From an optimization exercise on the open Yosys and OpenROAD flow, aimed at small area; shortcuts taken in it are not production practice. Only simulation tests tie the RTL to the original design; equivalence was not proved. No activity file was given, so power comes from the tool's default toggle rates.

==> design.v <==
`timescale 1ns / 1ps
module game (
    clk,
    rst,
    btnR,
    btnS,
    J1,
    J2,
    J3,
    J4,
    J7,
    J8,
    J9,
    J10,
    an,
    seg
);
    input J7;
    input J8;
    input J9;
    input J10;
    output J1;
    output J2;
    output J3;
    output J4;
    input clk;
    input rst;
    input btnR;
    input btnS;
    output reg [3:0] an;
    output reg [6:0] seg;
    reg rst_db;
    reg [3:0] s;
    reg [6:0] q;
    reg [4:0] h;
    wire restart  = rst | btnR;
    wire s_end    = &s;
    wire q_end    = (q == 7'd124);
    wire hold_end = rst_db & (q == 7'd8) & (s == 4'd7);
    always @(posedge clk) begin
        if (restart)
            rst_db <= 1'b1;
        else if (hold_end)
            rst_db <= 1'b0;
        if (restart | hold_end) begin
            s <= 4'd0;
            q <= 7'd0;
        end else begin
            s <= s + 4'd1;
            if (s_end)
                q <= q_end ? 7'd0 : q + 7'd1;
        end
        if (rst_db)
            h <= 5'd0;
        else if (s_end & q_end)
            h <= (h[4] & h[2]) ? (h ^ 5'd3) : h + 5'd1;
    end
    wire scan_hi   = h[0] ^ q[0];
    wire fastRise  = ~rst_db & s_end & ~scan_hi;
    wire fastFall  = ~rst_db & s_end & scan_hi;
    wire dphase    = ~(h[4] & h[2]);
    wire blank     = ~rst_db & (h[1] ^ h[0]);
    reg [1:0] dig;
    always @(posedge clk) begin
        if (restart)
            dig <= 2'd0;
        else if (fastRise)
            dig <= dig + 2'd1;
    end
    reg [1:0] jcol;    
    reg jf;            
    always @(posedge clk) begin
        if (rst) begin
            jcol <= 2'd0;
            jf <= 1'b0;
        end else if (fastRise) begin
            if (jf)
                jcol <= jcol + 2'd1;
            jf <= 1'b1;
        end
    end
    assign J1 = (jcol != 2'd0);
    assign J2 = (jcol != 2'd1);
    assign J3 = (jcol != 2'd2);
    assign J4 = (jcol != 2'd3);
    reg       kvalid;
    reg [3:0] knum;
    always @(*) begin
        kvalid = 1'b1;
        knum = 4'd0;
        case ({jcol, J7, J8, J9, J10})
            6'b11_1110: knum = 4'd1;
            6'b11_1101: knum = 4'd4;
            6'b11_1011: knum = 4'd7;
            6'b11_0111: knum = 4'd0;
            6'b10_1110: knum = 4'd2;
            6'b10_1101: knum = 4'd5;
            6'b10_1011: knum = 4'd8;
            6'b01_1110: knum = 4'd3;
            6'b01_1101: knum = 4'd6;
            6'b01_1011: knum = 4'd9;
            default:    kvalid = 1'b0;
        endcase
    end
    reg        kv;       
    reg [3:0]  cv;       
    reg [15:0] value;
    reg [6:0]  timer;
    reg        vready;
    wire full  = ~(value[15] & value[14]);    
    wire cvF   = cv[3] & cv[2];
    wire ge110 = timer[6] & timer[5] & timer[3] & timer[2] & timer[1];
    wire ge111 = ge110 & timer[0];
    wire ge30  = timer[6] | timer[5] | (timer[4] & timer[3] & timer[2] & timer[1]);
    wire shift = fastRise & ~full & ~kv & ge110 & ~cvF;
    always @(posedge clk) begin
        if (rst) begin
            kv <= 1'b0;
            cv <= 4'hF;
        end else if (rst_db) begin
            if (~kv)
                cv <= 4'hF;
        end else if (fastFall) begin
            kv <= kvalid;
            if (kvalid)
                cv <= knum;
        end else if (shift) begin
            cv <= 4'hF;
        end
    end
    always @(posedge clk) begin
        if (rst | rst_db) begin
            value <= 16'hFFFF;
            vready <= 1'b0;
            timer <= 7'd0;
        end else if (fastRise) begin
            if (full) begin
                timer <= timer + 7'd1;
                if (ge30)
                    vready <= 1'b1;
            end else if (kv) begin
                timer <= 7'd0;
            end else if (ge110 & ~cvF) begin
                value <= {value[11:0], cv};
                timer <= 7'd0;
            end else if (ge111) begin
                timer <= 7'd0;
            end else begin
                timer <= timer + 7'd1;
            end
        end
    end
    reg [4:0] l1;
    reg [3:0] l3;
    reg       lv;        
    reg [4:0] s1;        
    reg [1:0] s3;        
    reg [3:0] g3;
    always @(*) begin
        case (l3)
            4'd4:    g3 = 4'd2;
            4'd9:    g3 = 4'd4;
            4'd3:    g3 = 4'd9;
            4'd6:    g3 = 4'd9;
            default: g3 = 4'd6;
        endcase
    end
    always @(posedge clk) begin
        if (rst) begin
            l1 <= 5'd7;
            l3 <= 4'd6;
            lv <= 1'b0;
        end else begin
            l1 <= {l1[3:0], l1[4] ^ l1[1]};
            l3 <= {l3[2:0], l3[3] ^ l3[2]};
            if (l1 == 5'd28)
                lv <= 1'b1;
        end
        if (rst_db) begin
            s1 <= lv ? l1 : 5'd0;
            s3 <= g3[2:1];
        end
    end
    reg [3:0] r1, r4;
    always @(*) begin
        case (s1)
            5'd15, 5'd31, 5'd30, 5'd28, 5'd25, 5'd19, 5'd6: r1 = 4'd7;
            5'd13, 5'd26, 5'd20, 5'd9:                      r1 = 4'd6;
            5'd18, 5'd4:                                    r1 = 4'd9;
            5'd8:                                           r1 = 4'd4;
            5'd16, 5'd1:                                    r1 = 4'd8;
            5'd2:                                           r1 = 4'd1;
            5'd5:                                           r1 = 4'd2;
            5'd7:                                           r1 = 4'd3;
            default:                                        r1 = 4'd5;
        endcase
        case (s1)
            5'd0:                                           r4 = 4'd0;
            5'd15, 5'd31, 5'd30, 5'd28, 5'd3, 5'd7:         r4 = 4'd5;
            5'd25, 5'd19, 5'd6, 5'd13, 5'd26, 5'd20, 5'd9:  r4 = 4'd7;
            5'd18:                                          r4 = 4'd3;
            5'd14, 5'd29:                                   r4 = 4'd8;
            5'd27:                                          r4 = 4'd1;
            5'd22:                                          r4 = 4'd2;
            5'd12:                                          r4 = 4'd4;
            5'd24, 5'd17:                                   r4 = 4'd9;
            default:                                        r4 = 4'd6;
        endcase
    end
    wire r3n = ~(s3[1] | s3[0]);
    wire [15:0] randInt = {r4, r3n, s3, r3n, 4'd7, r1};
    wire correct = (value == randInt);
    reg [3:0] bcd;
    always @(*) begin
        bcd = 4'hF;
        an = 4'b1111;
        if (blank) begin
            an = 4'b1111;
        end else if (dphase | ~vready) begin
            case (dig)
                2'd0: begin an = 4'b0111; bcd = dphase ? randInt[15:12] : value[15:12]; end
                2'd1: begin an = 4'b1011; bcd = dphase ? randInt[11:8]  : value[11:8];  end
                2'd2: begin an = 4'b1101; bcd = dphase ? randInt[7:4]   : value[7:4];   end
                2'd3: begin an = 4'b1110; bcd = dphase ? randInt[3:0]   : value[3:0];   end
            endcase
        end else if (correct) begin
            case (dig)
                2'd0: begin an = 4'b0111; bcd = 4'hA; end
                2'd1: begin an = 4'b1011; bcd = 4'hB; end
                2'd2: begin an = 4'b1101; bcd = 4'hC; end
                2'd3: begin an = 4'b1111; bcd = 4'h0; end
            endcase
        end else begin
            case (dig)
                2'd0: begin an = 4'b0111; bcd = 4'hD; end
                2'd1: begin an = 4'b1011; bcd = 4'hE; end
                default: begin an = 4'b1111; bcd = 4'h0; end
            endcase
        end
    end
    always @(*) begin
        case (bcd)
            4'h0: seg = 7'b1000000;
            4'h1: seg = 7'b1111001;
            4'h2: seg = 7'b0100100;
            4'h3: seg = 7'b0110000;
            4'h4: seg = 7'b0011001;
            4'h5: seg = 7'b0010010;
            4'h6: seg = 7'b0000010;
            4'h7: seg = 7'b1111000;
            4'h8: seg = 7'b0000000;
            4'h9: seg = 7'b0010000;
            4'hA: seg = 7'b0010001;
            4'hB: seg = 7'b0000110;
            4'hC: seg = 7'b0010010;
            4'hD: seg = 7'b1001000;
            4'hE: seg = 7'b1000000;
            default: seg = 7'b1111111;
        endcase
    end
endmodule
==> run.sh <==
#!/bin/bash
# synth_recipe.tcl (not shown) runs the flow's synth.tcl, then flattens the netlist and writes it again
# the make line also repeats each setting of config.mk as NAME=value (left out here)
make -C /OpenROAD-flow-scripts/flow DESIGN_CONFIG=/design/flow/config.mk WORK_HOME=/design/flow/orfs CLKGATE_MAP_FILE= SYNTH_SCRIPT=/design/flow/synth_recipe.tcl finish
==> config.mk <==
export PLATFORM = sky130hd
export DESIGN_NAME = game
export DESIGN_NICKNAME = game
export VERILOG_FILES = /design/flow/design.v
export SDC_FILE = /design/flow/constraint.sdc
export NUM_CORES = 4
export LEC_CHECK = 0
export CAP_MARGIN = 20
export CORE_MARGIN = 2
export CORE_UTILIZATION = 40
export SLEW_MARGIN = 20
==> constraint.sdc <==
create_clock -name core_clock -period 10.0 [get_ports {clk}]
set_input_delay 2.0000 -clock core_clock [delete_from_list [all_inputs] [get_ports {clk}]]
set_output_delay 2.0000 -clock core_clock [all_outputs]
set_load 0.01 [all_outputs]
==> results of run 1 <==
area by class of cell:
cell class	instances	area [um2]
fill	1066	5780
clock inverter	3	66.3
timing repair buffer	25	240
clock buffer	13	270
inverter	30	113
tap	140	175
sequential	76	1590
multi-input combinational	410	2700
state kept, by name, summed over array words and instances, names as in the netlist, 5 cells and up:
register,count
value,16
q,7
timer,7
h,5
l1,5
s1,5
routing by layer:
metal | global-route usage (%) | vias up
met2 | 26.2 | 75
li1 | - | 1906
met5 | 0 | -
met1 | 21.5 | 1726
met3 | 3.23 | 23
met4 | 7.59 | 0
metrics by stage:
step           std cells  hold slack, ns  total power, mW  util, %  area (um2)
6_report             697           0.446            0.693     47.1        5150
5_1_grt              697           0.475            0.717     47.1        5150
4_1_cts              696           0.451            0.702     47.1        5150
3_5_place_dp         680           0.437            0.340     44.0        4810
3_3_place_gp         680           0.433            0.339     44.0        4810
2_1_floorplan        541           0.418            0.333        -        4510
report_power, final:
part	internal, mW	leakage [nW]	switching (mW)
Clock	0.239	0.166	0.120
Combinational	0.00925	1.29	0.00905
Sequential	0.311	0.640	0.00412
cell usage in the layout (no fill, tap or decap), drive strengths merged, types with 4 or more instances in the layout:
master	count
ha	34
and2	8
nand4	8
or2	7
clkdlybuf4s50	21
nor2b	8
xor2	11
a211oi	4
a21oi	29
a31oi	4
dfxtp	69
mux2i	12
xnor2	19
nor2	47
clkbuf	13
mux2	6
and3	12
a211o	4
nand2b	6
o21a	5
o211ai	4
edfxtp	7
nor3	11
nand3	32
o21ai	32
nand2	68
inv	31
buf	4
worst max-delay path: cells and delay by family (launching register included):
| family | cells | cell delay (ns) |
|---|---|---|
| buffers and inverters | 3 | 0.77 |
| DFF | 1 | 0.50 |
| and+or+nand+nor | 1 | 0.42 |
| AOI/OAI and AO/OA | 5 | 1.26 |
| adders and majority gates | 1 | 0.24 |
logic make-up after synthesis:
| kind of cell | after synthesis |
|---|---|
| fa+ha+maj | 34 |
| simple gates | 222 |
| buf+inv | 55 |
| compound gates | 106 |
| flops | 76 |
| mux | 18 |
| xor+xnor | 30 |
path summary, 6_finish.rpt:
path,start,to,slack [ns]
max,s3[0]$_DFFE_PP_,seg[6],4.47
min,s[0]$_SDFF_PP0_,s[0]$_SDFF_PP0_,0.45
max reg2reg,s[0]$_SDFF_PP0_,cv[2]$_SDFFE_PP1P_,7.64
min reg2reg,s[0]$_SDFF_PP0_,s[0]$_SDFF_PP0_,0.45
==> results.ini, run 1 <==
[setup_path]
crit_required_ns = 8.00
crit_path_frequent_cell = inv_1
arrival_ns = 3.53
critical-path-slowest-cell = clkdlybuf4s50_1
crit_chain = o32a_1 -> nor4_4 -> a211oi_1 -> o21ai_0 -> inv_1 -> ha_1 -> inv_1 -> a21oi_1 -> a31oi_1 -> clkdlybuf4s50_1
cp-end-kind = output pin
path_class = reg -> out
cpPeakStageDelay_ns = 0.55
startpoint_type = flop
reg2regPathDepth = 7
critPathMaxFanout = 6

[sta]
fmax_mhz = 181
rsz0062_at_grt = false
fin_skew_ns = 0.00494
setup_ws_ns = 4.47
slew_headroom_pct = 52.3
fin_crit_sh_pct = 55.3
setup_tns_ns = 0
timing.final.crit_period_ns = 5.53
finalSetupViolCount = 0
tightestPinTransition_ns = 0.710
final_max_slew_viol_count = 0
hold_violations = 0

[synthesis]
synthAdderAreaFrac_pct = 9.43
ys_top_cells_by_count = dfxtp_1 (69), nand2_1 (66), nor2_1 (46)
yosysUniqueCellTypes = 69
synth-simple-area-share_pct = 24.8
ys.flop_type = dfxtp_1
synth_area_leaders = dfxtp_1 (31%), ha_1 (9.4%), nand2_1 (5.5%)
synth_cells = 541
ys_seq_area_share_pct = 35.3
synth_top_area_share_pct = 30.6
synth_compound_area_share_pct = 15.4
synth-seq-cells = 76
yosys.area_share.xor_xnor_pct = 5.82
synth_edf_count = 7
syn_area_per_cell_um2 = 8.34
ys_warn_count = 1
synth_top_family_by_area = simple AND/OR/NAND/NOR gates
syn-num-nets = 583
post-synth-top-count-cell = dfxtp_1
synth.cell_area_mm2 = 0.00451
async_flop_share_pct = 0
yosys-mux-area-fraction_pct = 4.24
synth_largest_area_cell = dfxtp_1

[job]
cap_violations = 0

[grt]
grtUsageTotal_pct = 16.5
grt_max_degree = 34
antenna_found_initial = 0
grt_overflow = 0
grt_pass1_vias = 3493
grt_pass1_wl_mm = 15.9

[floorplanning]
die_y_um = 110
die_w_um = 110
rows = 38
design.die.area_mm2 = 0.0121
start_util_pct = 41.3
io_pins = 23
core_area_mm2 = 0.0109

[hold_path]
min_path_cells = 1
hold_class = reg -> reg

[routing]
drcViolationCount = 0
routed_wl_mm = 9.41
drt-initial-drc-count = 211
antenna_left = 0
top_layer_used = met4
drt-met1-wl_mm = 4.52
dr.pass1.iters = 4
routed-wl-met3_um = 345
via_per_inst = 5.35
wl_per_cell_um = 13.5
met2WireLength_mm = 4.31
num_vias = 3730

[placement]
dp_slack_ns = 4.84
gp_congestion = 0.866
dp_hpwl_mm = 6.82
portBuffers = 21

[layout]
area_growth_pct = 14.3
drive_above_1_share_pct = 7.72
n_antenna_cell = 0
num-nets-final = 594

[cts]
cts_tree = yes
numCtsBuffers = 9
postCtsSetupRepairBufs = 0
clkTransAtPathRegs_ns = 0.06
postCtsHoldBufs = 0
htree_levels = 3
insertion_delay_ns = 0.33
cts.sinks = 76
cts_root_buf = clkbuf_16
clockBufferDepth = 2
cts_resized = 0

[pwr]
p_leak_nw = 2.10
ir_worst_vdd_v = 0.0000894
pwr_density_cell_mw_per_mm2 = 134

[status]
outcome = timing/DRC/antenna clean

==> run 2: changes to the inputs <==
--- a/config.mk
+++ b/config.mk
@@ -8,4 +8,7 @@
 export CAP_MARGIN = 20
 export CORE_MARGIN = 2
 export CORE_UTILIZATION = 40
+export CTS_BUF_LIST = sky130_fd_sc_hd__clkbuf_4
+export CTS_CLUSTER_DIAMETER = 200
+export CTS_CLUSTER_SIZE = 40
 export SLEW_MARGIN = 20
==> results.ini, run 2 <==
[synthesis]
ys.flop_type = dfxtp_1
synth_area_leaders = dfxtp_1 (31%), ha_1 (9.4%), nand2_1 (5.5%)
ys_warn_count = 1  ; unchanged
synth_cells = 541  ; unchanged
synth_largest_area_cell = dfxtp_1
ys_seq_area_share_pct = 35.3  ; unchanged
async_flop_share_pct = 0  ; unchanged
syn-num-nets = 583  ; unchanged
synth-seq-cells = 76  ; unchanged
yosys.area_share.xor_xnor_pct = 5.82  ; unchanged
yosysUniqueCellTypes = 69  ; unchanged
synth.cell_area_mm2 = 0.00451  ; unchanged
synthAdderAreaFrac_pct = 9.43  ; unchanged
post-synth-top-count-cell = dfxtp_1
synth-simple-area-share_pct = 24.8  ; unchanged
syn_area_per_cell_um2 = 8.34  ; unchanged
synth_compound_area_share_pct = 15.4  ; unchanged
ys_top_cells_by_count = dfxtp_1 (69), nand2_1 (66), nor2_1 (46)
synth_top_area_share_pct = 30.6  ; unchanged
synth_top_family_by_area = simple AND/OR/NAND/NOR gates
synth_edf_count = 7  ; unchanged
yosys-mux-area-fraction_pct = 4.24  ; unchanged

[sta]
slew_headroom_pct = 52.8  ; +0.53 points
fin_skew_ns = 0.0129  ; +0.00799 ns
final_max_slew_viol_count = 0  ; unchanged
tightestPinTransition_ns = 0.702  ; -0.00783 ns
setup_tns_ns = 0  ; unchanged
timing.final.crit_period_ns = 5.62  ; +0.0897 ns
hold_violations = 0  ; unchanged
fin_crit_sh_pct = 56.2  ; +0.90 points
rsz0062_at_grt = false
hold_ws_ns = 0.459  ; +0.0124 ns
setup_ws_ns = 4.38  ; -0.0897 ns
fmax_mhz = 178  ; -1.6%
finalSetupViolCount = 0  ; unchanged

[setup_path]
reg2regPathDepth = 7  ; unchanged
arrival_ns = 3.62  ; +0.09 ns
startpoint_type = flop
cp-end-kind = output pin
path_class = reg -> out
crit_required_ns = 8.00  ; about the same
critPathMaxFanout = 6  ; unchanged

[layout]
layout_commonest_cell = dfxtp_1
fin_area_mm2 = 0.00497  ; -3.6%
largest-register = value
final_util_pct = 45.5  ; -1.7 points
fillCellCount = 1095  ; +2.7%
area_growth_pct = 10.2
n_antenna_cell = 0  ; unchanged
fin_cells = 697  ; unchanged
final_cell_mix = dfxtp_1 (69), nand2_1 (66), nor2_1 (46)
regArea_mm2 = 0.00159  ; unchanged
largest_register_ff_count = 16  ; unchanged
num-nets-final = 594  ; unchanged
multiInputGateArea_mm2 = 0.00270  ; unchanged
drive_above_1_share_pct = 7.36  ; -0.36 points
reg_top3 = value (16), q (7), timer (7)

[pwr]
ir_worst_vdd_v = 0.0000535  ; -40%
pwr_density_cell_mw_per_mm2 = 109  ; -19%
p_leak_nw = 2.02  ; -4.0%
power_mw = 0.540  ; -22%

[routing]
wl_per_cell_um = 13.4  ; -0.61%
routed_wl_mm = 9.35  ; -0.61%
num_vias = 3752  ; +0.59%
dr.pass1.iters = 5  ; +1
via_per_inst = 5.38  ; +0.59%
antenna_left = 0  ; unchanged
drt-initial-drc-count = 197  ; -6.6%
drcViolationCount = 0  ; unchanged

[floorplanning]
die_w_um = 110  ; unchanged
core_area_mm2 = 0.0109  ; unchanged
start_util_pct = 41.3  ; unchanged
rows = 38  ; unchanged
design.die.area_mm2 = 0.0121  ; unchanged
io_pins = 23  ; unchanged
die_y_um = 110  ; unchanged

[cts]
insertion_delay_ns = 0.42  ; +0.09 ns
postCtsHoldBufs = 0  ; unchanged
clkTransAtPathRegs_ns = 0.12  ; +0.06 ns
cts_root_buf = clkbuf_4
numCtsBuffers = 9  ; unchanged
cts.sinks = 76  ; unchanged
postCtsSetupRepairBufs = 0  ; unchanged
cts_tree = yes
clockBufferDepth = 2  ; unchanged
htree_levels = 3  ; unchanged
cts_resized = 0  ; unchanged

[grt]
antenna_found_initial = 0  ; unchanged
grt_overflow = 0  ; unchanged
grtUsageTotal_pct = 16.4  ; -0.074 points
grt_max_degree = 34  ; unchanged
grt_pass1_wl_mm = 15.8  ; -0.18%
grt_pass1_vias = 3478  ; -0.43%

[placement]
dp_hpwl_mm = 6.82  ; unchanged
portBuffers = 21  ; unchanged
place_inst = 680  ; unchanged
dp_slack_ns = 4.84  ; unchanged
dpl_cell_area_mm2 = 0.00481  ; unchanged
gp_congestion = 0.866  ; unchanged

[hold_path]
hold_class = reg -> reg
min_path_cells = 1  ; unchanged

[job]
cap_violations = 0  ; unchanged

[status]
outcome = timing/DRC/antenna clean

## run 2: cell counts after synthesis
Identical to the previous run, type by type.
## run 2: path summary, 6_finish.rpt
kind / from / endpoint / slack (ns)
min: s[0]$_SDFF_PP0_ / s[0]$_SDFF_PP0_ / 0.46
max reg2reg: s[0]$_SDFF_PP0_ / cv[1]$_SDFFE_PP1P_ / 7.63
min reg2reg: s[0]$_SDFF_PP0_ / s[0]$_SDFF_PP0_ / 0.46
max: s3[0]$_DFFE_PP_ / seg[6] / 4.38
## run 2: cell type report
cell class | instances | share of cell area (%)
clock inverter | 6 | 1.56
sequential | 76 | 32.0
timing repair buffer | 25 | 4.83
clock buffer | 10 | 1.51
multi-input combinational | 410 | 54.3
tap | 140 | 3.52
inverter | 30 | 2.27
## run 2: kinds of logic after synthesis
group                    Yosys count
AO/OA/AOI/OAI                    106
adder cells (fa/ha/maj)           34
XOR/XNOR                          30
AND/OR/NAND/NOR                  222
buffers and inverters             55
flip-flops                        76
multiplexers                      18
## run 2: metal layers
layer	up-vias	global-route usage [%]	part of all wire, %
met5	-	0	0
met4	0	7.32	1.8
met3	15	3.23	4.2
met2	85	26.1	47
met1	1748	21.5	47
li1	1904	-	-
## run 2: power breakdown
group,leakage (nW),switching (mW),total [mW],internal (mW)
Clock,0.0834,0.105,0.207,0.102
Sequential,0.640,0.00403,0.315,0.311
Combinational,1.29,0.00900,0.0183,0.00925
## run 2: worst max-delay path, cell delays in order, from the launching register on
cell and delay [ns]:
edfxtp_1 0.51, o32a_1 0.44, nor4_4 0.41, a211oi_1 0.14, o21ai_0 0.47, inv_1 0.17, ha_1 0.24, inv_1 0.05
a21oi_1 0.05, a31oi_1 0.16, clkdlybuf4s50_1 0.55
==> run 3: changes to the inputs <==
==> config.mk (replaced) <==
export PLATFORM = sky130hd
export DESIGN_NAME = game
export DESIGN_NICKNAME = game
export VERILOG_FILES = /design/flow/design.v
export SDC_FILE = /design/flow/constraint.sdc
export NUM_CORES = 4
export LEC_CHECK = 0
export CAP_MARGIN = 20
export CORE_MARGIN = 2
export CORE_UTILIZATION = 75
export CTS_BUF_LIST = sky130_fd_sc_hd__clkbuf_8
export CTS_CLUSTER_DIAMETER = 500
export CTS_CLUSTER_SIZE = 100
export PLACE_DENSITY = 0.85
export SLEW_MARGIN = 20
==> results.ini, run 3 <==
[status]
outcome = timing/DRC/antenna clean

[pwr]
ir_worst_vdd_v = 0.000102  ; +91%
p_leak_nw = 2.03  ; +0.86%
power_mw = 0.583  ; +8.0%
pwr_density_cell_mw_per_mm2 = 118  ; +8.7%

[layout]
final_cell_mix = dfxtp_1 (69), nand2_1 (66), nor2_1 (46)
layout_commonest_cell = dfxtp_1
fillCellCount = 355  ; -68%
n_antenna_cell = 0  ; unchanged
area_growth_pct = 9.54
reg_top3 = value (16), q (7), timer (7)
largest_register_ff_count = 16  ; unchanged
drive_above_1_share_pct = 7.73  ; +0.37 points
num-nets-final = 593  ; -0.17%
largest-register = value

[cts]
numCtsBuffers = 9  ; unchanged
clockBufferDepth = 2  ; unchanged
cts.sinks = 76  ; unchanged
cts_tree = yes
clkTransAtPathRegs_ns = 0.09  ; -0.03 ns
postCtsSetupRepairBufs = 0  ; unchanged
postCtsHoldBufs = 0  ; unchanged
cts_resized = 0  ; unchanged
insertion_delay_ns = 0.36  ; -0.06 ns
cts_root_buf = clkbuf_8
htree_levels = 3  ; unchanged

[synthesis]
ys_warn_count = 1  ; unchanged
syn-num-nets = 583  ; unchanged
ys.flop_type = dfxtp_1
ys_top_cells_by_count = dfxtp_1 (69), nand2_1 (66), nor2_1 (46)
ys_seq_area_share_pct = 35.3  ; unchanged
synth.cell_area_mm2 = 0.00451  ; unchanged
async_flop_share_pct = 0  ; unchanged
synth_cells = 541  ; unchanged
synth-seq-cells = 76  ; unchanged
synth_top_area_share_pct = 30.6  ; unchanged
yosysUniqueCellTypes = 69  ; unchanged
synth_largest_area_cell = dfxtp_1
post-synth-top-count-cell = dfxtp_1
syn_area_per_cell_um2 = 8.34  ; unchanged
synth_area_leaders = dfxtp_1 (31%), ha_1 (9.4%), nand2_1 (5.5%)
synth_edf_count = 7  ; unchanged

[routing]
via_per_inst = 6.13  ; +14%
drt-initial-drc-count = 294  ; +49%
dr.pass1.iters = 7  ; +2
wl_per_cell_um = 15.7  ; +17%
num_vias = 3870  ; +3.1%
antenna_left = 0  ; unchanged
routed_wl_mm = 9.91  ; +6.0%
drcViolationCount = 0  ; unchanged

[floorplanning]
design.die.area_mm2 = 0.00665  ; -45%
io_pins = 23  ; unchanged
rows = 28  ; -26%
die_w_um = 81.6  ; -26%
start_util_pct = 77.1  ; +36 points
die_y_um = 81.6  ; -26%
core_area_mm2 = 0.00585  ; -46%

[grt]
antenna_found_initial = 0  ; unchanged
top_usage_layer = met2
use_met1_pct = 39.1  ; +18 points
use_met3_pct = 5.16  ; +1.9 points
grt_pass1_vias = 3499  ; +0.60%
grt_overflow = 0  ; unchanged
grt_pass1_wl_mm = 16.0  ; +0.83%
grt_max_degree = 34  ; unchanged
grtUsageTotal_pct = 31.0  ; +15 points
grtUsageMet2_pct = 52.5  ; +26 points

[sta]
slew_headroom_pct = 29.3  ; -24 points
tightestPinTransition_ns = 1.06  ; +0.355 ns
finalSetupViolCount = 0  ; unchanged
hold_ws_ns = 0.455  ; -0.00388 ns
timing.final.crit_period_ns = 5.61  ; -0.00946 ns
final_max_slew_viol_count = 0  ; unchanged
setup_tns_ns = 0  ; unchanged
rsz0062_at_grt = false
fin_skew_ns = 0.0181  ; +0.00518 ns
hold_violations = 0  ; unchanged
fmax_mhz = 178  ; +0.17%
fin_crit_sh_pct = 56.1  ; -0.095 points

[placement]
portBuffers = 21  ; unchanged
gp_congestion = 0.952  ; +9.9%
dp_hpwl_mm = 6.74  ; -1.1%

[setup_path]
crit_required_ns = 8.00  ; about the same
path_class = reg -> out
cp-end-kind = output pin
startpoint_type = flop
arrival_ns = 3.61  ; about the same
critPathMaxFanout = 6  ; unchanged

[hold_path]
hold_class = reg -> reg

[job]
cap_violations = 0  ; unchanged

==> run 3: stage by stage <==
stage,area [um2],setup WS (ns),instances,utilization [%]
after detailed placement,4730,4.86,615,80.8
final,4940,4.39,631,84.5
after CTS,4940,4.42,631,84.5
after floorplan,4510,5.67,541,-
after global placement,4730,4.92,615,80.8
after global routing,4940,4.05,631,84.5
==> run 3: critical path, stage by stage (launching register included) <==
cell and delay (ns):
edfxtp_1 0.52, xnor2_1 0.24, nand4_1 0.18, nor4_4 0.47, a211oi_1 0.13, o21ai_0 0.46
inv_1 0.17, ha_1 0.24, inv_1 0.05, a21oi_1 0.05, a31oi_1 0.17, clkdlybuf4s50_1 0.56
==> run 3: cell type report <==
| cell class | count | area [um2] | share of cell area [%] |
|---|---|---|---|
| tap | 75 | 93.8 | 1.90 |
| clock buffer | 9 | 124 | 2.51 |
| clock inverter | 7 | 88.8 | 1.80 |
| timing repair buffer | 24 | 233 | 4.71 |
| inverter | 30 | 113 | 2.28 |
| multi-input combinational | 410 | 2700 | 54.6 |
| sequential | 76 | 1590 | 32.2 |
==> run 3: final timing paths <==
| check | startpoint | to | slack, ns | cells after the start |
|---|---|---|---|---|
| worst max-delay path | s3[0]$_DFFE_PP_ | seg[6] | 4.39 | 11 |
| worst min-delay path | s[0]$_SDFF_PP0_ | s[0]$_SDFF_PP0_ | 0.45 | 1 |
| worst max register to register | s[0]$_SDFF_PP0_ | cv[1]$_SDFFE_PP1P_ | 7.46 | 8 |
| worst min register to register | s[0]$_SDFF_PP0_ | s[0]$_SDFF_PP0_ | 0.45 | 1 |
==> run 3: where the power goes <==
part	internal [mW]	switching [mW]	leakage, nW
Clock	0.122	0.128	0.106
Sequential	0.310	0.00442	0.640
Combinational	0.00926	0.00936	1.29
==> run 3: layer usage <==
metal  up-vias  wire, um  part of all wire [%]
met5         -         0                     0
met4         0       229                   2.3
met3        30       463                   4.7
met2       127      4870                    49
met1      1816      4340                    44
li1       1897         -                     -
==> run 3: logic make-up after synthesis <==
family | count (synthesis) | share of synthesized area [%]
AND/OR/NAND/NOR | 222 | 24.8
AO/OA/AOI/OAI | 106 | 15.4
flip-flops | 76 | 35.3
buffers and inverters | 55 | 5.05
adder cells (fa/ha/maj) | 34 | 9.43
XOR/XNOR | 30 | 5.82
multiplexers | 18 | 4.24

## static timing again, ports no longer ideal
How much do the figures lean on ideal ports? The routed layouts below were timed once more, with nothing changed but the port constraints.
Step 1 assumes that a clkbuf_16 drives the clock port and a buf_2 every other input.
Step 2, shift: input delay + t, output delay - t, t = (earliest + latest rising clock arrival at the registers) / 2. This alone moves slack from input paths to output paths.
Slacks: no drivers / after step 1 / after step 2; pairs: no drivers / after step 1.
run | shift t [ns] | slack for setup (ns) | hold slack, ns
run 1 | 0.367 | 4.473 / 4.435 / 4.802 | 0.446 / 0.446 / 0.446
run 2 | 0.442 | 4.383 / 4.353 / 4.794 | 0.459 / 0.459 / 0.459
run 3 | 0.384 | 4.393 / 4.359 / 4.743 | 0.455 / 0.455 / 0.455
After both steps every run listed still meets setup and hold.
